Background: an optimization exercise with open tools, aiming at small area, a short achievable clock period and few clock cycles. Do not read the settings as production practice.
In this exercise RTL edits were held to simulation tests only and were not proved equivalent to the original.

[config.mk]
export PLATFORM = sky130hd
export DESIGN_NAME = conv_layer
export DESIGN_NICKNAME = conv_layer
export VERILOG_FILES = /design/flow/design.v
export SDC_FILE = /design/flow/constraint.sdc
export NUM_CORES = 4
export LEC_CHECK = 0
export CAP_MARGIN = 20
export CORE_MARGIN = 2
export CORE_UTILIZATION = 40
export SLEW_MARGIN = 20
[constraint.sdc]
create_clock -name core_clock -period 12.0 [get_ports {clk}]
set_input_delay 2.4000 -clock core_clock [delete_from_list [all_inputs] [get_ports {clk}]]
set_output_delay 2.4000 -clock core_clock [all_outputs]
set_load 0.01 [all_outputs]
[design.v]
`timescale 1ns / 1ps
module add (
    input  [15:0] a,
    output [14:0] mag
    );
    assign mag = a[15] ? (~a[14:0] + 15'd1) : a[14:0];
endmodule
`timescale 1ns / 1ps
module multiply (
    input  [7:0]  one,
    input  [7:0]  two,
    input  [6:0]  neg,
    input  [10:0] ext,
    input  [14:0] m,
    output [14:0] hi_a,
    output [14:0] hi_b,
    output        c_low
    );
    wire n0 = (((one[0] & m[0])) ^ neg[0]);
    wire n1 = (((one[0] & m[1]) | (two[0] & m[0])) ^ neg[0]);
    wire n2 = (((one[0] & m[2]) | (two[0] & m[1])) ^ neg[0]);
    wire n3 = (((one[0] & m[3]) | (two[0] & m[2])) ^ neg[0]);
    wire n4 = (((one[0] & m[4]) | (two[0] & m[3])) ^ neg[0]);
    wire n5 = (((one[0] & m[5]) | (two[0] & m[4])) ^ neg[0]);
    wire n6 = (((one[0] & m[6]) | (two[0] & m[5])) ^ neg[0]);
    wire n7 = (((one[0] & m[7]) | (two[0] & m[6])) ^ neg[0]);
    wire n8 = (((one[0] & m[8]) | (two[0] & m[7])) ^ neg[0]);
    wire n9 = (((one[0] & m[9]) | (two[0] & m[8])) ^ neg[0]);
    wire n10 = (((one[0] & m[10]) | (two[0] & m[9])) ^ neg[0]);
    wire n11 = (((one[0] & m[11]) | (two[0] & m[10])) ^ neg[0]);
    wire n12 = (((one[0] & m[12]) | (two[0] & m[11])) ^ neg[0]);
    wire n13 = (((one[0] & m[13]) | (two[0] & m[12])) ^ neg[0]);
    wire n14 = (((one[0] & m[14]) | (two[0] & m[13])) ^ neg[0]);
    wire n15 = (((two[0] & m[14])) ^ neg[0]);
    wire n16 = (((one[1] & m[0])) ^ neg[1]);
    wire n17 = (((one[1] & m[1]) | (two[1] & m[0])) ^ neg[1]);
    wire n18 = (((one[1] & m[2]) | (two[1] & m[1])) ^ neg[1]);
    wire n19 = (((one[1] & m[3]) | (two[1] & m[2])) ^ neg[1]);
    wire n20 = (((one[1] & m[4]) | (two[1] & m[3])) ^ neg[1]);
    wire n21 = (((one[1] & m[5]) | (two[1] & m[4])) ^ neg[1]);
    wire n22 = (((one[1] & m[6]) | (two[1] & m[5])) ^ neg[1]);
    wire n23 = (((one[1] & m[7]) | (two[1] & m[6])) ^ neg[1]);
    wire n24 = (((one[1] & m[8]) | (two[1] & m[7])) ^ neg[1]);
    wire n25 = (((one[1] & m[9]) | (two[1] & m[8])) ^ neg[1]);
    wire n26 = (((one[1] & m[10]) | (two[1] & m[9])) ^ neg[1]);
    wire n27 = (((one[1] & m[11]) | (two[1] & m[10])) ^ neg[1]);
    wire n28 = (((one[1] & m[12]) | (two[1] & m[11])) ^ neg[1]);
    wire n29 = (((one[1] & m[13]) | (two[1] & m[12])) ^ neg[1]);
    wire n30 = (((one[1] & m[14]) | (two[1] & m[13])) ^ neg[1]);
    wire n31 = (((two[1] & m[14])) ^ neg[1]);
    wire n32 = (((one[2] & m[0])) ^ neg[2]);
    wire n33 = (((one[2] & m[1]) | (two[2] & m[0])) ^ neg[2]);
    wire n34 = (((one[2] & m[2]) | (two[2] & m[1])) ^ neg[2]);
    wire n35 = (((one[2] & m[3]) | (two[2] & m[2])) ^ neg[2]);
    wire n36 = (((one[2] & m[4]) | (two[2] & m[3])) ^ neg[2]);
    wire n37 = (((one[2] & m[5]) | (two[2] & m[4])) ^ neg[2]);
    wire n38 = (((one[2] & m[6]) | (two[2] & m[5])) ^ neg[2]);
    wire n39 = (((one[2] & m[7]) | (two[2] & m[6])) ^ neg[2]);
    wire n40 = (((one[2] & m[8]) | (two[2] & m[7])) ^ neg[2]);
    wire n41 = (((one[2] & m[9]) | (two[2] & m[8])) ^ neg[2]);
    wire n42 = (((one[2] & m[10]) | (two[2] & m[9])) ^ neg[2]);
    wire n43 = (((one[2] & m[11]) | (two[2] & m[10])) ^ neg[2]);
    wire n44 = (((one[2] & m[12]) | (two[2] & m[11])) ^ neg[2]);
    wire n45 = (((one[2] & m[13]) | (two[2] & m[12])) ^ neg[2]);
    wire n46 = (((one[2] & m[14]) | (two[2] & m[13])) ^ neg[2]);
    wire n47 = (((two[2] & m[14])) ^ neg[2]);
    wire n48 = (((one[3] & m[0])) ^ neg[3]);
    wire n49 = (((one[3] & m[1]) | (two[3] & m[0])) ^ neg[3]);
    wire n50 = (((one[3] & m[2]) | (two[3] & m[1])) ^ neg[3]);
    wire n51 = (((one[3] & m[3]) | (two[3] & m[2])) ^ neg[3]);
    wire n52 = (((one[3] & m[4]) | (two[3] & m[3])) ^ neg[3]);
    wire n53 = (((one[3] & m[5]) | (two[3] & m[4])) ^ neg[3]);
    wire n54 = (((one[3] & m[6]) | (two[3] & m[5])) ^ neg[3]);
    wire n55 = (((one[3] & m[7]) | (two[3] & m[6])) ^ neg[3]);
    wire n56 = (((one[3] & m[8]) | (two[3] & m[7])) ^ neg[3]);
    wire n57 = (((one[3] & m[9]) | (two[3] & m[8])) ^ neg[3]);
    wire n58 = (((one[3] & m[10]) | (two[3] & m[9])) ^ neg[3]);
    wire n59 = (((one[3] & m[11]) | (two[3] & m[10])) ^ neg[3]);
    wire n60 = (((one[3] & m[12]) | (two[3] & m[11])) ^ neg[3]);
    wire n61 = (((one[3] & m[13]) | (two[3] & m[12])) ^ neg[3]);
    wire n62 = (((one[3] & m[14]) | (two[3] & m[13])) ^ neg[3]);
    wire n63 = (((two[3] & m[14])) ^ neg[3]);
    wire n64 = (((one[4] & m[0])) ^ neg[4]);
    wire n65 = (((one[4] & m[1]) | (two[4] & m[0])) ^ neg[4]);
    wire n66 = (((one[4] & m[2]) | (two[4] & m[1])) ^ neg[4]);
    wire n67 = (((one[4] & m[3]) | (two[4] & m[2])) ^ neg[4]);
    wire n68 = (((one[4] & m[4]) | (two[4] & m[3])) ^ neg[4]);
    wire n69 = (((one[4] & m[5]) | (two[4] & m[4])) ^ neg[4]);
    wire n70 = (((one[4] & m[6]) | (two[4] & m[5])) ^ neg[4]);
    wire n71 = (((one[4] & m[7]) | (two[4] & m[6])) ^ neg[4]);
    wire n72 = (((one[4] & m[8]) | (two[4] & m[7])) ^ neg[4]);
    wire n73 = (((one[4] & m[9]) | (two[4] & m[8])) ^ neg[4]);
    wire n74 = (((one[4] & m[10]) | (two[4] & m[9])) ^ neg[4]);
    wire n75 = (((one[4] & m[11]) | (two[4] & m[10])) ^ neg[4]);
    wire n76 = (((one[4] & m[12]) | (two[4] & m[11])) ^ neg[4]);
    wire n77 = (((one[4] & m[13]) | (two[4] & m[12])) ^ neg[4]);
    wire n78 = (((one[4] & m[14]) | (two[4] & m[13])) ^ neg[4]);
    wire n79 = (((two[4] & m[14])) ^ neg[4]);
    wire n80 = (((one[5] & m[0])) ^ neg[5]);
    wire n81 = (((one[5] & m[1]) | (two[5] & m[0])) ^ neg[5]);
    wire n82 = (((one[5] & m[2]) | (two[5] & m[1])) ^ neg[5]);
    wire n83 = (((one[5] & m[3]) | (two[5] & m[2])) ^ neg[5]);
    wire n84 = (((one[5] & m[4]) | (two[5] & m[3])) ^ neg[5]);
    wire n85 = (((one[5] & m[5]) | (two[5] & m[4])) ^ neg[5]);
    wire n86 = (((one[5] & m[6]) | (two[5] & m[5])) ^ neg[5]);
    wire n87 = (((one[5] & m[7]) | (two[5] & m[6])) ^ neg[5]);
    wire n88 = (((one[5] & m[8]) | (two[5] & m[7])) ^ neg[5]);
    wire n89 = (((one[5] & m[9]) | (two[5] & m[8])) ^ neg[5]);
    wire n90 = (((one[5] & m[10]) | (two[5] & m[9])) ^ neg[5]);
    wire n91 = (((one[5] & m[11]) | (two[5] & m[10])) ^ neg[5]);
    wire n92 = (((one[5] & m[12]) | (two[5] & m[11])) ^ neg[5]);
    wire n93 = (((one[5] & m[13]) | (two[5] & m[12])) ^ neg[5]);
    wire n94 = (((one[5] & m[14]) | (two[5] & m[13])) ^ neg[5]);
    wire n95 = (((two[5] & m[14])) ^ neg[5]);
    wire n96 = (((one[6] & m[0])) ^ neg[6]);
    wire n97 = (((one[6] & m[1]) | (two[6] & m[0])) ^ neg[6]);
    wire n98 = (((one[6] & m[2]) | (two[6] & m[1])) ^ neg[6]);
    wire n99 = (((one[6] & m[3]) | (two[6] & m[2])) ^ neg[6]);
    wire n100 = (((one[6] & m[4]) | (two[6] & m[3])) ^ neg[6]);
    wire n101 = (((one[6] & m[5]) | (two[6] & m[4])) ^ neg[6]);
    wire n102 = (((one[6] & m[6]) | (two[6] & m[5])) ^ neg[6]);
    wire n103 = (((one[6] & m[7]) | (two[6] & m[6])) ^ neg[6]);
    wire n104 = (((one[6] & m[8]) | (two[6] & m[7])) ^ neg[6]);
    wire n105 = (((one[6] & m[9]) | (two[6] & m[8])) ^ neg[6]);
    wire n106 = (((one[6] & m[10]) | (two[6] & m[9])) ^ neg[6]);
    wire n107 = (((one[6] & m[11]) | (two[6] & m[10])) ^ neg[6]);
    wire n108 = (((one[6] & m[12]) | (two[6] & m[11])) ^ neg[6]);
    wire n109 = (((one[6] & m[13]) | (two[6] & m[12])) ^ neg[6]);
    wire n110 = (((one[6] & m[14]) | (two[6] & m[13])) ^ neg[6]);
    wire n111 = (((two[6] & m[14])) ^ neg[6]);
    wire n112 = ((one[7] & m[0]));
    wire n113 = ((one[7] & m[1]) | (two[7] & m[0]));
    wire n114 = ((one[7] & m[2]) | (two[7] & m[1]));
    wire n115 = ((one[7] & m[3]) | (two[7] & m[2]));
    wire n116 = ((one[7] & m[4]) | (two[7] & m[3]));
    wire n117 = ((one[7] & m[5]) | (two[7] & m[4]));
    wire n118 = ((one[7] & m[6]) | (two[7] & m[5]));
    wire n119 = ((one[7] & m[7]) | (two[7] & m[6]));
    wire n120 = ((one[7] & m[8]) | (two[7] & m[7]));
    wire n121 = ((one[7] & m[9]) | (two[7] & m[8]));
    wire n122 = ((one[7] & m[10]) | (two[7] & m[9]));
    wire n123 = ((one[7] & m[11]) | (two[7] & m[10]));
    wire n124 = ((one[7] & m[12]) | (two[7] & m[11]));
    wire n125 = ((one[7] & m[13]) | (two[7] & m[12]));
    wire n126 = ((one[7] & m[14]) | (two[7] & m[13]));
    wire n127 = ((two[7] & m[14]));
    wire s128, c128;
    assign s128 = neg[5] ^ n10;
    assign c128 = neg[5] & n10;
    wire s129, c129;
    assign s129 = n11 ^ n25;
    assign c129 = n11 & n25;
    wire s130, c130;
    assign {c130, s130} = {1'b0, neg[6]} + {1'b0, n12} + {1'b0, n26};
    wire s131, c131;
    assign s131 = n40 ^ n54;
    assign c131 = n40 & n54;
    wire s132, c132;
    assign {c132, s132} = {1'b0, n13} + {1'b0, n27} + {1'b0, n41};
    wire s133, c133;
    assign s133 = n55 ^ n69;
    assign c133 = n55 & n69;
    wire s134, c134;
    assign {c134, s134} = {1'b0, n112} + {1'b0, n14} + {1'b0, n28};
    wire s135, c135;
    assign {c135, s135} = {1'b0, n42} + {1'b0, n56} + {1'b0, n70};
    wire s136, c136;
    assign {c136, s136} = {1'b0, n113} + {1'b0, n15} + {1'b0, n29};
    wire s137, c137;
    assign {c137, s137} = {1'b0, n43} + {1'b0, n57} + {1'b0, n71};
    wire s138, c138;
    assign {c138, s138} = {1'b0, ext[0]} + {1'b0, n114} + {1'b0, n100};
    wire s139, c139;
    assign {c139, s139} = {1'b0, n30} + {1'b0, n44} + {1'b0, n58};
    wire s140, c140;
    assign {c140, s140} = {1'b0, ext[1]} + {1'b0, n115} + {1'b0, n101};
    wire s141, c141;
    assign {c141, s141} = {1'b0, n31} + {1'b0, n45} + {1'b0, n59};
    wire s142, c142;
    assign {c142, s142} = {1'b0, ext[2]} + {1'b0, n116} + {1'b0, n102};
    wire s143, c143;
    assign s143 = n46 ^ n60;
    assign c143 = n46 & n60;
    wire s144, c144;
    assign {c144, s144} = {1'b0, ext[3]} + {1'b0, n117} + {1'b0, n103};
    wire s145, c145;
    assign s145 = n47 ^ n61;
    assign c145 = n47 & n61;
    wire s146, c146;
    assign {c146, s146} = {1'b0, ext[4]} + {1'b0, n118} + {1'b0, n104};
    wire s147, c147;
    assign s147 = ext[5] ^ n119;
    assign c147 = ext[5] & n119;
    wire s148, c148;
    assign s148 = neg[3] ^ n20;
    assign c148 = neg[3] & n20;
    wire s149, c149;
    assign s149 = n21 ^ n35;
    assign c149 = n21 & n35;
    wire s150, c150;
    assign {c150, s150} = {1'b0, neg[4]} + {1'b0, n22} + {1'b0, n36};
    wire s151, c151;
    assign s151 = n50 ^ n64;
    assign c151 = n50 & n64;
    wire s152, c152;
    assign {c152, s152} = {1'b0, n23} + {1'b0, n37} + {1'b0, n51};
    wire s153, c153;
    assign s153 = n65 ^ n9;
    assign c153 = n65 & n9;
    wire s154, c154;
    assign {c154, s154} = {1'b0, n24} + {1'b0, n38} + {1'b0, n52};
    wire s155, c155;
    assign {c155, s155} = {1'b0, n66} + {1'b0, n80} + {1'b0, s128};
    wire s156, c156;
    assign {c156, s156} = {1'b0, n39} + {1'b0, n53} + {1'b0, n67};
    wire s157, c157;
    assign {c157, s157} = {1'b0, n81} + {1'b0, c128} + {1'b0, s129};
    wire s158, c158;
    assign {c158, s158} = {1'b0, n68} + {1'b0, n82} + {1'b0, n96};
    wire s159, c159;
    assign {c159, s159} = {1'b0, c129} + {1'b0, s130} + {1'b0, s131};
    wire s160, c160;
    assign {c160, s160} = {1'b0, n83} + {1'b0, n97} + {1'b0, c130};
    wire s161, c161;
    assign {c161, s161} = {1'b0, c131} + {1'b0, s132} + {1'b0, s133};
    wire s162, c162;
    assign {c162, s162} = {1'b0, n84} + {1'b0, n98} + {1'b0, c132};
    wire s163, c163;
    assign {c163, s163} = {1'b0, c133} + {1'b0, s134} + {1'b0, s135};
    wire s164, c164;
    assign {c164, s164} = {1'b0, n85} + {1'b0, n99} + {1'b0, c134};
    wire s165, c165;
    assign {c165, s165} = {1'b0, c135} + {1'b0, s136} + {1'b0, s137};
    wire s166, c166;
    assign {c166, s166} = {1'b0, n72} + {1'b0, n86} + {1'b0, c136};
    wire s167, c167;
    assign {c167, s167} = {1'b0, c137} + {1'b0, s138} + {1'b0, s139};
    wire s168, c168;
    assign {c168, s168} = {1'b0, n73} + {1'b0, n87} + {1'b0, c138};
    wire s169, c169;
    assign {c169, s169} = {1'b0, c139} + {1'b0, s140} + {1'b0, s141};
    wire s170, c170;
    assign {c170, s170} = {1'b0, n74} + {1'b0, n88} + {1'b0, c140};
    wire s171, c171;
    assign {c171, s171} = {1'b0, c141} + {1'b0, s142} + {1'b0, s143};
    wire s172, c172;
    assign {c172, s172} = {1'b0, n75} + {1'b0, n89} + {1'b0, c142};
    wire s173, c173;
    assign {c173, s173} = {1'b0, c143} + {1'b0, s144} + {1'b0, s145};
    wire s174, c174;
    assign {c174, s174} = {1'b0, n62} + {1'b0, n76} + {1'b0, n90};
    wire s175, c175;
    assign {c175, s175} = {1'b0, c144} + {1'b0, c145} + {1'b0, s146};
    wire s176, c176;
    assign {c176, s176} = {1'b0, n105} + {1'b0, n63} + {1'b0, n77};
    wire s177, c177;
    assign {c177, s177} = {1'b0, n91} + {1'b0, s147} + {1'b0, c146};
    wire s178, c178;
    assign {c178, s178} = {1'b0, ext[6]} + {1'b0, n120} + {1'b0, n106};
    wire s179, c179;
    assign {c179, s179} = {1'b0, n78} + {1'b0, n92} + {1'b0, c147};
    wire s180, c180;
    assign {c180, s180} = {1'b0, ext[7]} + {1'b0, n121} + {1'b0, n107};
    wire s181, c181;
    assign s181 = n79 ^ n93;
    assign c181 = n79 & n93;
    wire s182, c182;
    assign {c182, s182} = {1'b0, ext[8]} + {1'b0, n122} + {1'b0, n108};
    wire s183, c183;
    assign s183 = ext[9] ^ n123;
    assign c183 = ext[9] & n123;
    wire s184, c184;
    assign s184 = neg[2] ^ n18;
    assign c184 = neg[2] & n18;
    wire s185, c185;
    assign s185 = n19 ^ n33;
    assign c185 = n19 & n33;
    wire s186, c186;
    assign {c186, s186} = {1'b0, n34} + {1'b0, n48} + {1'b0, n6};
    wire s187, c187;
    assign {c187, s187} = {1'b0, n49} + {1'b0, n7} + {1'b0, c148};
    wire s188, c188;
    assign {c188, s188} = {1'b0, n8} + {1'b0, c149} + {1'b0, s150};
    wire s189, c189;
    assign {c189, s189} = {1'b0, c150} + {1'b0, c151} + {1'b0, s152};
    wire s190, c190;
    assign {c190, s190} = {1'b0, c152} + {1'b0, c153} + {1'b0, s154};
    wire s191, c191;
    assign {c191, s191} = {1'b0, c154} + {1'b0, s156} + {1'b0, c155};
    wire s192, c192;
    assign {c192, s192} = {1'b0, c156} + {1'b0, s158} + {1'b0, c157};
    wire s193, c193;
    assign {c193, s193} = {1'b0, c158} + {1'b0, c159} + {1'b0, s160};
    wire s194, c194;
    assign {c194, s194} = {1'b0, c160} + {1'b0, c161} + {1'b0, s162};
    wire s195, c195;
    assign {c195, s195} = {1'b0, c162} + {1'b0, c163} + {1'b0, s164};
    wire s196, c196;
    assign {c196, s196} = {1'b0, c164} + {1'b0, c165} + {1'b0, s166};
    wire s197, c197;
    assign {c197, s197} = {1'b0, c166} + {1'b0, c167} + {1'b0, s168};
    wire s198, c198;
    assign {c198, s198} = {1'b0, c168} + {1'b0, c169} + {1'b0, s170};
    wire s199, c199;
    assign {c199, s199} = {1'b0, c170} + {1'b0, c171} + {1'b0, s172};
    wire s200, c200;
    assign {c200, s200} = {1'b0, s174} + {1'b0, c172} + {1'b0, c173};
    wire s201, c201;
    assign {c201, s201} = {1'b0, c174} + {1'b0, s176} + {1'b0, c175};
    wire s202, c202;
    assign {c202, s202} = {1'b0, c176} + {1'b0, s178} + {1'b0, s179};
    wire s203, c203;
    assign {c203, s203} = {1'b0, c178} + {1'b0, s180} + {1'b0, s181};
    wire s204, c204;
    assign {c204, s204} = {1'b0, n94} + {1'b0, c180} + {1'b0, c181};
    wire s205, c205;
    assign {c205, s205} = {1'b0, n109} + {1'b0, n95} + {1'b0, s183};
    wire s206, c206;
    assign {c206, s206} = {1'b0, ext[10]} + {1'b0, n124} + {1'b0, n110};
    wire s207, c207;
    assign s207 = neg[1] ^ n16;
    assign c207 = neg[1] & n16;
    wire s208, c208;
    assign s208 = n17 ^ n3;
    assign c208 = n17 & n3;
    wire s209, c209;
    assign {c209, s209} = {1'b0, n32} + {1'b0, n4} + {1'b0, s184};
    wire s210, c210;
    assign {c210, s210} = {1'b0, n5} + {1'b0, c184} + {1'b0, s185};
    wire s211, c211;
    assign {c211, s211} = {1'b0, c185} + {1'b0, s148} + {1'b0, s186};
    wire s212, c212;
    assign {c212, s212} = {1'b0, c186} + {1'b0, s149} + {1'b0, s187};
    wire s213, c213;
    assign {c213, s213} = {1'b0, s151} + {1'b0, c187} + {1'b0, s188};
    wire s214, c214;
    assign {c214, s214} = {1'b0, s153} + {1'b0, c188} + {1'b0, s189};
    wire s215, c215;
    assign {c215, s215} = {1'b0, c189} + {1'b0, s155} + {1'b0, s190};
    wire s216, c216;
    assign {c216, s216} = {1'b0, c190} + {1'b0, s157} + {1'b0, s191};
    wire s217, c217;
    assign {c217, s217} = {1'b0, s159} + {1'b0, c191} + {1'b0, s192};
    wire s218, c218;
    assign {c218, s218} = {1'b0, s161} + {1'b0, c192} + {1'b0, s193};
    wire s219, c219;
    assign {c219, s219} = {1'b0, s163} + {1'b0, c193} + {1'b0, s194};
    wire s220, c220;
    assign {c220, s220} = {1'b0, s165} + {1'b0, c194} + {1'b0, s195};
    wire s221, c221;
    assign {c221, s221} = {1'b0, s167} + {1'b0, c195} + {1'b0, s196};
    wire s222, c222;
    assign {c222, s222} = {1'b0, s169} + {1'b0, c196} + {1'b0, s197};
    wire s223, c223;
    assign {c223, s223} = {1'b0, s171} + {1'b0, c197} + {1'b0, s198};
    wire s224, c224;
    assign {c224, s224} = {1'b0, s173} + {1'b0, c198} + {1'b0, s199};
    wire s225, c225;
    assign {c225, s225} = {1'b0, s175} + {1'b0, c199} + {1'b0, s200};
    wire s226, c226;
    assign {c226, s226} = {1'b0, s177} + {1'b0, c200} + {1'b0, s201};
    wire s227, c227;
    assign {c227, s227} = {1'b0, c177} + {1'b0, s202} + {1'b0, c201};
    wire s228, c228;
    assign {c228, s228} = {1'b0, c179} + {1'b0, s203} + {1'b0, c202};
    wire s229, c229;
    assign {c229, s229} = {1'b0, s182} + {1'b0, c203} + {1'b0, s204};
    wire s230, c230;
    assign {c230, s230} = {1'b0, c182} + {1'b0, s205} + {1'b0, c204};
    wire s231, c231;
    assign {c231, s231} = {1'b0, c183} + {1'b0, s206} + {1'b0, c205};
    wire [11:0] lo_a = {c215, c214, c213, c212, c211, c210, c209, c208, c207, s207, n1, neg[0]};
    wire [11:0] lo_b = {s216, s215, s214, s213, s212, s211, s210, s209, s208, n2, 1'b0, n0};
    wire [12:0] lo_s = lo_a + lo_b;
    assign c_low = lo_s[12];
    assign hi_a = {c230, c229, c228, c227, c226, c225, c224, c223, c222, c221, c220, c219, c218, c217, c216};
    assign hi_b = {s231, s230, s229, s228, s227, s226, s225, s224, s223, s222, s221, s220, s219, s218, s217};
endmodule
`timescale 1ns / 1ps
module mac_unit (
    input  [14:0] hi_a,
    input  [14:0] hi_b,
    input         c_low,
    input         s,
    input  [15:0] tem3,
    output [15:0] result
    );
    wire [15:0] t = hi_a + hi_b + c_low;
    wire [14:0] q = t[14:0];
    wire        z = ~|q;
    wire [15:0] f = {s, q ^ {15{s}}};
    wire [15:0] sum = tem3 + f + {15'd0, s};
    assign result = {sum[15] ^ (s & z), sum[14:0]};
endmodule
`timescale 1ns / 1ps
module shift_reg #(
    parameter WIDTH = 16,
    parameter SIZE = 7)(
    input clk,
    input [WIDTH - 1:0] d,
    output [WIDTH - 1:0] out
    );
    reg [WIDTH - 1:0] sr [SIZE - 1:0];
    generate
        genvar i;
        for(i = 0; i < SIZE; i = i + 1) begin: STAGE
            if(i == 0) begin: FIRST
                always@(posedge clk)
                    sr[i] <= d;
            end
            else begin: NEXT
                always@(posedge clk)
                    sr[i] <= sr[i - 1];
            end
        end
    endgenerate
    assign out = sr[SIZE - 1];
endmodule
`timescale 1ns / 1ps
module conv_layer #(
    parameter activation_map = 9'h00a,
    parameter kernel = 9'h003,
    parameter stride = 1,
    parameter total_bits = 16,
    parameter fraction_bits = 12)(
    input clk,
    input calculate,
    input reset,
    input [total_bits - 1:0] activation,
    input [(kernel * kernel)*16 - 1:0] weight,
    output [total_bits - 1:0] conv_op,
    output valid_conv,
    output end_layer
    );
    reg [9*15 - 1:0] wm;
    reg [8:0] ws;
    genvar m;
    generate
        for (m = 0; m < 9; m = m + 1) begin: W
            wire [14:0] mag;
            add MAG(.a(weight[16*m +: 16]), .mag(mag));
            always @(posedge clk) begin
                wm[15*m +: 15] <= mag;
                ws[m] <= weight[16*m + 15];
            end
        end
    endgenerate
    wire [15:0] x = activation;
    wire [16:0] xe = {x, 1'b0};
    wire xz = (x == 16'h8000);
    wire [7:0] one_d, two_d, neg_d;
    genvar j;
    generate
        for (j = 0; j < 8; j = j + 1) begin: ENC
            wire b2 = xe[2*j + 2];
            wire b1 = xe[2*j + 1];
            wire b0 = xe[2*j];
            assign one_d[j] = (b1 ^ b0) & ~xz;
            assign two_d[j] = ((b2 & ~b1 & ~b0) | (~b2 & b1 & b0)) & ~xz;
            assign neg_d[j] = b2 ^ x[15];
        end
    endgenerate
    wire [10:0] negs = {neg_d[5], 1'b0, neg_d[4], 1'b0, neg_d[3], 1'b0,
                        neg_d[2], 1'b0, neg_d[1], 1'b0, neg_d[0]};
    wire [10:0] ext_d = 11'd0 - negs;
    reg [10:0] px_ext;
    reg sx1, sx2;
    always @(posedge clk) begin
        px_ext <= ext_d;
        sx1 <= x[15];
        sx2 <= sx1;
    end
    reg [9*15 - 1:0] pa, pb;
    reg [8:0] pc;
    genvar i;
    generate
        for (i = 0; i < 9; i = i + 1) begin: MUL
            reg [7:0] px_one, px_two;
            reg [6:0] px_neg;
            always @(posedge clk) begin
                px_one <= one_d;
                px_two <= two_d;
                px_neg <= neg_d[6:0];
            end
            wire [14:0] hi_a, hi_b;
            wire c_low;
            multiply M(.one(px_one), .two(px_two), .neg(px_neg), .ext(px_ext),
                       .m(wm[15*i +: 15]), .hi_a(hi_a), .hi_b(hi_b), .c_low(c_low));
            always @(posedge clk) begin
                pa[15*i +: 15] <= hi_a;
                pb[15*i +: 15] <= hi_b;
                pc[i] <= c_low;
            end
        end
    endgenerate
    reg [9*16 - 1:0] acc;
    wire [10*16 - 1:0] tmp;
    assign tmp[15:0] = 16'h0000;
    generate
        for (i = 0; i < 9; i = i + 1) begin: MAC
            wire [15:0] res;
            mac_unit U(.hi_a(pa[15*i +: 15]), .hi_b(pb[15*i +: 15]), .c_low(pc[i]),
                       .s(sx2 ^ ws[i]), .tem3(tmp[16*i +: 16]), .result(res));
            always @(posedge clk)
                acc[16*i +: 16] <= res;
            if (i == 2 || i == 5) begin: ROWEND
                shift_reg #(.WIDTH(16), .SIZE(7)) SR(.clk(clk), .d(acc[16*i +: 16]),
                                                    .out(tmp[16*(i+1) +: 16]));
            end
            else begin: INNER
                assign tmp[16*(i+1) +: 16] = acc[16*i +: 16];
            end
        end
    endgenerate
    assign conv_op = acc[16*8 +: 16];
    function win;
        input [6:0] n;
        integer r;
        begin
            win = 1'b0;
            for (r = 0; r < 8; r = r + 1)
                if (n >= 24 + 10*r && n <= 31 + 10*r)
                    win = 1'b1;
        end
    endfunction
    reg [6:0] cnt;
    reg valid_r, end_r;
    always @(posedge clk, posedge reset) begin
        if (reset) begin
            cnt <= 7'd0;
            valid_r <= 1'b0;
            end_r <= 1'b0;
        end
        else begin
            if (calculate && !end_r)
                cnt <= cnt + 7'd1;
            valid_r <= calculate && !end_r && win(cnt);
            if (calculate && cnt == 7'd101)
                end_r <= 1'b1;
        end
    end
    assign valid_conv = valid_r;
    assign end_layer = end_r;
endmodule
[flow/run.sh]
#!/bin/bash
# The standard layout (the standard.sh: ORFS synthesis through finish) with
# repair_timing asked for a larger setup margin, so that the optimiser keeps
# improving the paths well beyond the 12 ns the constraints require.
set -euo pipefail
bash standard.sh SETUP_SLACK_MARGIN=8.3 finish > standard_flow.log 2>&1
[standard.sh]
#!/bin/bash
# synth_recipe.tcl (not shown) runs the flow's synth.tcl, then flattens the netlist and writes it again
# the make line also repeats each setting of config.mk as NAME=value (left out here)
make -C /OpenROAD-flow-scripts/flow DESIGN_CONFIG=/design/flow/config.mk WORK_HOME=/design/flow/orfs CLKGATE_MAP_FILE= SYNTH_SCRIPT=/design/flow/synth_recipe.tcl "${@:-finish}"
==> results of run 1 <==
-- how the worst max path moves through the flow --
stage	to	slack, ns	depth (start not counted)
floorplan	px_ext[10]	8.15	7
global placement	pc[7]	6.82	14
detailed placement	pc[7]	6.81	14
CTS	acc[47]	7.98	17
global route	acc[79]	7.78	18
finish	acc[79]	7.96	18
-- timing repair --
| item | 4_1_cts | 5_1_grt |
|---|---|---|
| pin swaps | 140 | 174 |
| gates resized for setup | 425 | 260 |
| buffers inserted | 129 | 95 |
| setup endpoints to repair | 312 | 106 |
| gates cloned | 22 | 17 |
-- metrics by stage --
stage / instances / hold WS [ns]
4_1_cts: 9942 / 0.313
3_3_place_gp: 9614 / 0.311
3_5_place_dp: 9614 / 0.312
6_report: 10057 / 0.321
2_1_floorplan: 7558 / 0.310
5_1_grt: 10054 / 0.323
-- critical path, cell delays in order (launching register included) --
cell,delay (ns)
dfxtp_4,0.37
fa_2,0.38
inv_2,0.07
fa_2,0.22
nor2b_4,0.04
o31a_1,0.27
or4_4,0.46
a31o_4,0.27
xnor2_2,0.13
ha_1,0.32
o21a_2,0.22
o21ai_1,0.12
inv_1,0.05
o41a_1,0.12
o211ai_1,0.24
nand3_1,0.16
a2111oi_2,0.23
nor3_1,0.10
xnor2_1,0.14
-- routing by layer --
metal / track usage / part of all wire / routed length, um
met1: 0.332 / 0.40 / 99300
met2: 0.392 / 0.44 / 108000
met3: 0.0549 / 0.10 / 25200
met4: 0.122 / 0.056 / 13700
met5: 0 / 0.00056 / 137
-- area by class of cell --
class / instances / area [um^2]
antenna: 3 / 7.51
fill: 16719 / 96600
tap: 2385 / 2980
clock inverter: 50 / 573
multi-input combinational: 5198 / 52800
clock buffer: 127 / 2700
timing repair buffer: 538 / 6650
inverter: 922 / 3480
sequential: 834 / 16900
-- flip-flops by register name, summed over array words and instances, names as in the netlist, 6 cells and up --
name,count
MAC.ROWEND.SR.sr,224
MUL.px_neg,6
MUL.px_one,8
MUL.px_two,8
acc,144
cnt,7
pa,135
pb,135
pc,9
px_ext,10
wm,135
ws,9
-- cell usage in the layout, fill, tap and decap left out, types with 25 or more instances in the layout --
| cell type | netlist | layout |
|---|---|---|
| nand2b_1 | 45 | 43 |
| nor2_1 | 141 | 133 |
| o31ai_1 | 49 | 45 |
| fa_2 | 0 | 29 |
| a21oi_2 | 1 | 54 |
| clkbuf_16 | 0 | 112 |
| o41ai_1 | 33 | 26 |
| o21a_1 | 50 | 49 |
| nand3_1 | 27 | 25 |
| ha_1 | 485 | 468 |
| a22oi_2 | 0 | 34 |
| o21bai_1 | 33 | 31 |
| a22oi_1 | 891 | 857 |
| a21oi_1 | 192 | 137 |
| o21ai_0 | 151 | 118 |
| clkdlybuf4s50_1 | 0 | 160 |
| a22o_1 | 91 | 91 |
| xor2_1 | 577 | 567 |
| dfxtp_2 | 0 | 64 |
| nand2_1 | 252 | 250 |
| xnor2_2 | 0 | 35 |
| dfxtp_4 | 0 | 29 |
| xnor2_1 | 936 | 891 |
| buf_12 | 0 | 44 |
| nor3_1 | 52 | 41 |
| fa_1 | 791 | 762 |
| a21o_1 | 67 | 67 |
| dfxtp_1 | 825 | 732 |
| inv_1 | 921 | 903 |
| buf_4 | 1 | 207 |
| buf_16 | 0 | 37 |
-- cells by family after synthesis --
kind of cell,Yosys count,synth area share
AND/OR/NAND/NOR,694,0.0458
XOR/XNOR,1515,0.181
adder cells (fa/ha/maj),1276,0.299
AO/OA/AOI/OAI,1707,0.167
multiplexers,6,0.000904
buffers and inverters,1526,0.0782
flip-flops,834,0.228
==> metrics.md, run 1 <==
| Metric | Value |
|---|---|
| Status | timing/DRC/antenna clean |
| ANT nets after route | 0 |
| TNS Setup | 0 ns |
| Routability Congestion | between 0.8 and 0.9 |
| CTS Buf Count | 94 |
| CTS clk-pin slew, worst paths | roughly 0.060 ns |
| Asr flop ratio synth | 0.0108 |
| Mean routed wirelength per cell | around 25 um |
| HP Class | register to register |
| First-pass GRT wire length | 361000 um |
| DIE HEIGHT | about 430 um |
| Final WL | 246000 um |
| HP Start | MAC[2].ROWEND.SR.sr[5][13] |
| Util after Layout | 0.471 |
| GRT overflow | 0 |
| EDFF count, synth | 0 |
| Post-synth top area share | 0.225 |
| Input/output buffers | 180 |
| Average size of a mapped cell | 9.71 um^2 |
| Top_reg_cell synth | dfxtp_1 |
| Post-DP Area | 0.0769 mm^2 |
| CTS tree | done |
| Reg-to-reg startpoint | pc[4] |
| CP Data Required Time | approximately 13 ns |
| Share of cells above drive strength 1 | 0.129 |
| Worst relative slew slack | 0.395 |
| Largest cells by area after synthesis | dfxtp_1 23%, fa_1 22%, xnor2_1 11% |
| Largest area contributor in the synthesized netlist | dfxtp_1 |
| RSZ-0062 raised after global routing | true |
| Post-place setup slack | ~6.8 ns |
| Pin count of the biggest net entering global routing | around 70 |
| Critical Path Fanout Max | 3 |
| R2R Setup Slk | roughly 8.0 ns |
| Area Overhead vs Synth | 17.4% |
| Root buffer cell | clkbuf_16 |
| Achievable Freq | roughly 250 MHz |
| Worst Tran Pin Value | 0.904 ns |
| Detailed Route Iter0 Violations | 5372 |
| Chip Width | about 430 um |
| Register area share after synthesis | 0.228 |
| Total GRT Usage | 0.252 |
| Crit path launch | pc[4] |
| Post-Syn Instances | around 7600 |
| Hpwl dp | roughly 150000 um |
| H-tree Lvls | 3 |
| Nets | approximately 9000 |
| DRC | 0 |
| Tmin final | 4.04 ns |
| Final Cycle Share | 0.336 |
| Seq cells post-synth | roughly 830 |
| Final setup fails | 0 |
| CP arrival | 4.67 ns |
| R2R cell count | 18 |
| Initial antenna violation count | 7 |
| Min-Delay Endpoint | MAC[2].ROWEND.SR.sr[6][13] |
| Most common cell in the netlist | xnor2_1 |
| Clock sinks | 834 |
| Vias in the first global route | ~59000 |
| Clock buffer depth | 3 |
| Rows | ~160 |
| Top Ports | between 150 and 200 |
| Floorplan core area | 0.183 mm^2 |
| Synthesized area | approximately 0.073 mm^2 |
| Clock skew | around 0.045 ns |
| Via density | around 5.7 |
| Setup crit end kind | register |
| Final instance area | 0.0861 mm^2 |
| Die area | 0.187 mm^2 |
| Fin. Hold Viols | 0 |
| Hold Buf Count CTS | 0 |
| Syn nets | between 8000 and 9000 |
| Pins Over Slew Limit | 0 |
| First-pass iteration count of the detailed router | 6 |
| Hold depth | 0 |
| RR Endpoint | acc[79] |
| Max cap viols | 0 |
| Via Count | approximately 57000 |
| Crit Path Category | register to register |
| Worst Setup Start Kind | register |
| Initial core utilization | 0.402 |
| Synth Warn # | 3 |
| Final WS setup | 7.96 ns |
| Worst-Skew Late Latency | between 0.7 and 0.8 ns |
| Cell variety after synth | 76 |
| Synth top cells by count | 936 x xnor2_1, 921 x inv_1, 891 x a22oi_1 |
Testbench counts, summed over its fixed seeds: cycles 8,240.
==> run 2: changes to the inputs <==
==> flow/run.sh (replaced) <==
#!/bin/bash
# The standard layout (the standard.sh: ORFS synthesis through finish) with
# repair_timing asked for a larger setup margin, so that the optimiser keeps
# improving the paths well beyond the 12 ns the constraints require; resizing
# not limited to the same cell footprint, and the port buffers made with buf_2.
set -euo pipefail
bash standard.sh SETUP_SLACK_MARGIN=8.3 MATCH_CELL_FOOTPRINT=0 \
  "BUFFER_PORTS_ARGS=-buffer_cell sky130_fd_sc_hd__buf_2" \
  CORE_UTILIZATION=60 finish > standard_flow.log 2>&1
==> metrics.md, run 2 <==
| Metric | Value |
|---|---|
| Status | timing/DRC/antenna clean |
| Synth Warn # | 3 |
| CTS Buf Count | 90 |
| Syn nets | 8997 |
| Crit path to | acc[79] |
| Worst Tran Pin Value | 0.948 ns |
| Initial core utilization | 0.603 |
| Worst Setup Start Kind | register |
| Rows | roughly 130 |
| Largest area contributor in the synthesized netlist | dfxtp_1 |
| Util after Layout | 0.693 |
| Met3 wire length | 24800 um |
| DRC | 0 |
| TNS Setup | 0 ns |
| Area Overhead vs Synth | 14.8% |
| Input/output buffers | 180 |
| Worst relative slew slack | 0.367 |
| Post-Syn Instances | 7558 |
| DIE HEIGHT | between 300 and 400 um |
| Met2 wire length | roughly 110000 um |
| CP arrival | ~4.8 ns |
| Most frequent cells in the layout | 905 x inv_1, 872 x xnor2_1, 868 x a22oi_1 |
| Top_reg_cell synth | dfxtp_1 |
| First-pass GRT wire length | ~350000 um |
| Die area | roughly 0.13 mm^2 |
| R2R cell count | 17 |
| Average size of a mapped cell | slightly below 10 um^2 |
| Pin count of the biggest net entering global routing | just under 70 |
| Total GRT Usage | 0.362 |
| RR Endpoint | acc[79] |
| RSZ-0062 raised after global routing | true |
| Hpwl dp | roughly 140000 um |
| Routability Congestion | between 0.8 and 0.9 |
| Pins Over Slew Limit | 0 |
| Cell variety after synth | 76 |
| R2R Setup Slk | 7.85 ns |
| ANT nets after route | 0 |
| Asr flop ratio synth | 0.0108 |
| Tmin final | just over 4 ns |
| GRT overflow | 0 |
| Synthesized area | between 0.07 and 0.08 mm^2 |
| Clock buffer depth | 3 |
| Top Ports | approximately 180 |
| Achievable Freq | around 240 MHz |
| Critical Path Fanout Max | 4 |
| Setup crit end kind | register |
| Reg-to-reg startpoint | pc[4] |
| Seq cells post-synth | roughly 830 |
| Crit Path Category | register to register |
| Post-synth top area share | 0.225 |
| Clock skew | between 0.04 and 0.05 ns |
| CTS clk-pin slew, worst paths | 0.07 ns |
| Top layer in use | met5 |
| Final Cycle Share | 0.346 |
| Largest Register | MAC.ROWEND.SR.sr |
| Largest cells by area after synthesis | dfxtp_1 23%, fa_1 22%, xnor2_1 11% |
| Register area share after synthesis | 0.228 |
| Wire length on met1 | around 94000 um |
| Final WL | between 200000 and 250000 um |
| Worst-Skew Late Latency | about 0.73 ns |
| Chip Width | between 300 and 400 um |
| EDFF count, synth | 0 |
| Mean routed wirelength per cell | 25.3 um |
| Max cap viols | 0 |
| Clock sinks | between 800 and 900 |
| Floorplan core area | approximately 0.12 mm^2 |
| Nets | approximately 9000 |
| CTS tree | done |
| Initial antenna violation count | 7 |
| Top Registers | MAC.ROWEND.SR.sr: 224 flops, acc: 144 flops |
| Final setup fails | 0 |
| First-pass iteration count of the detailed router | 7 |
| Vias in the first global route | roughly 58000 |
| Most common cell in the netlist | xnor2_1 |
| Share of cells above drive strength 1 | 0.151 |
| Most common cell after layout, fill and taps aside | inv_1 |
| Final instance area | 0.0842 mm^2 |
| Detailed Route Iter0 Violations | 5788 |
| Fin. Hold Viols | 0 |
| Via Count | between 50000 and 60000 |
| CP Data Required Time | about 13 ns |
| Max reg flops | between 200 and 250 |
| Via density | roughly 6.2 |
| Post-DP Area | ~0.075 mm^2 |
| Root buffer cell | clkbuf_16 |
| Crit path launch | pc[4] |
| H-tree Lvls | 3 |
| Synth top cells by count | 936 x xnor2_1, 921 x inv_1, 891 x a22oi_1 |
| HP Class | register to register |
run 2: worst min-delay path by stage:
stage	from	end	slack, ns	cells past startpoint
global route	MAC[2].ROWEND.SR.sr[3][0]	MAC[2].ROWEND.SR.sr[4][0]	0.32	0
global placement	MAC[2].ROWEND.SR.sr[3][5]	MAC[2].ROWEND.SR.sr[4][5]	0.31	0
detailed placement	MAC[2].ROWEND.SR.sr[0][0]	MAC[2].ROWEND.SR.sr[1][0]	0.31	0
floorplan	acc[32]	MAC[2].ROWEND.SR.sr[0][0]	0.31	0
finish	MAC[2].ROWEND.SR.sr[3][0]	MAC[2].ROWEND.SR.sr[4][0]	0.32	0
CTS	MAC[2].ROWEND.SR.sr[0][5]	MAC[2].ROWEND.SR.sr[1][5]	0.31	0
run 2: metrics by stage:
stage	worst slack (ns)	cells	hold WS, ns
global route	7.73	9291	0.320
CTS	7.89	9161	0.306
detailed placement	6.89	8845	0.312
floorplan	8.19	7558	0.310
global placement	6.94	8845	0.310
finish	7.85	9291	0.321
run 2: layer usage:
metal  up-vias  global-route usage
met4         6               0.148
li1      25191                   -
met1     28258               0.482
met3       731              0.0866
met5         -                   0
met2      3029               0.567
run 2: cells by family (layout without fill, tap and decap cells):
logic type | Yosys count | in the layout | share of synthesized area
simple gates | 694 | 694 | 0.0458
other cells | 0 | 3 | 0
flops | 834 | 834 | 0.228
xor+xnor | 1515 | 1515 | 0.181
compound gates | 1707 | 1707 | 0.167
buf+inv | 1526 | 1631 | 0.0782
fa+ha+maj | 1276 | 1276 | 0.299
mux | 6 | 6 | 0.000904
run 2: cell type report:
class | instances | area (um^2)
Antenna cell | 3 | 7.51
Sequential cell | 834 | 16900
Fill cell | 9309 | 37300
Inverter | 922 | 3490
Clock buffer | 110 | 2430
Timing Repair Buffer | 546 | 5650
Clock inverter | 51 | 754
Tap cell | 1625 | 2030
Timing Repair inverter | 2 | 22.5
Multi-Input combinational cell | 5198 | 52900
run 2: repair_timing:
action | CTS | global route
resized for setup | 415 | 259
gates cloned | 27 | 15
pin swaps | 143 | 206
buffers inserted | 128 | 112
setup endpoints to repair | 283 | 83
hold buffers | 0 | 0
run 2: worst max-delay path, stage by stage, from the launching register on:
cell      delay (ns)
dfxtp_2         0.34
fa_2            0.43
inv_2           0.08
fa_2            0.23
nor2b_4         0.05
o31a_1          0.31
or4_4           0.53
a311oi_4        0.36
o21ai_1         0.13
a21oi_2         0.17
xnor2_2         0.12
xnor2_2         0.23
ha_2            0.33
nor2b_1         0.14
o21ai_1         0.14
o31ai_1         0.10
nor3_2          0.25
xnor2_1         0.14

[afterwards: timing with drivers on the ports]
No port has a modelled driver above. Below, the same layouts with a new extraction and two added sets of constraints.
Step 1 sets driving cells, clkbuf_16 on the clock port and buf_2 on the other inputs (assumed; they add their load-dependent delay and slew).
Step 2 adds t to the input delays and takes it off the output delays; t is the mean of the earliest and latest rising clock arrival at the registers after step 1. Input paths then give back, and output paths get back, about the clock's delay inside the block.
Three values: ideal, step 1, step 2; two values: the first two.
| run | t, ns | setup slack, ns | worst register clock-pin slew, ns |
|---|---|---|---|
| run 1 | 0.844 | 7.965 / 7.965 / 7.586 | 0.07 / 0.07 |
| run 2 | 0.801 | 7.847 / 7.847 / 7.847 | 0.07 / 0.07 |
After both steps setup and hold are still met in every run listed. The setup slack of run 1, which loses most, moves by 0.000 ns with the drivers and by -0.379 ns with both steps.
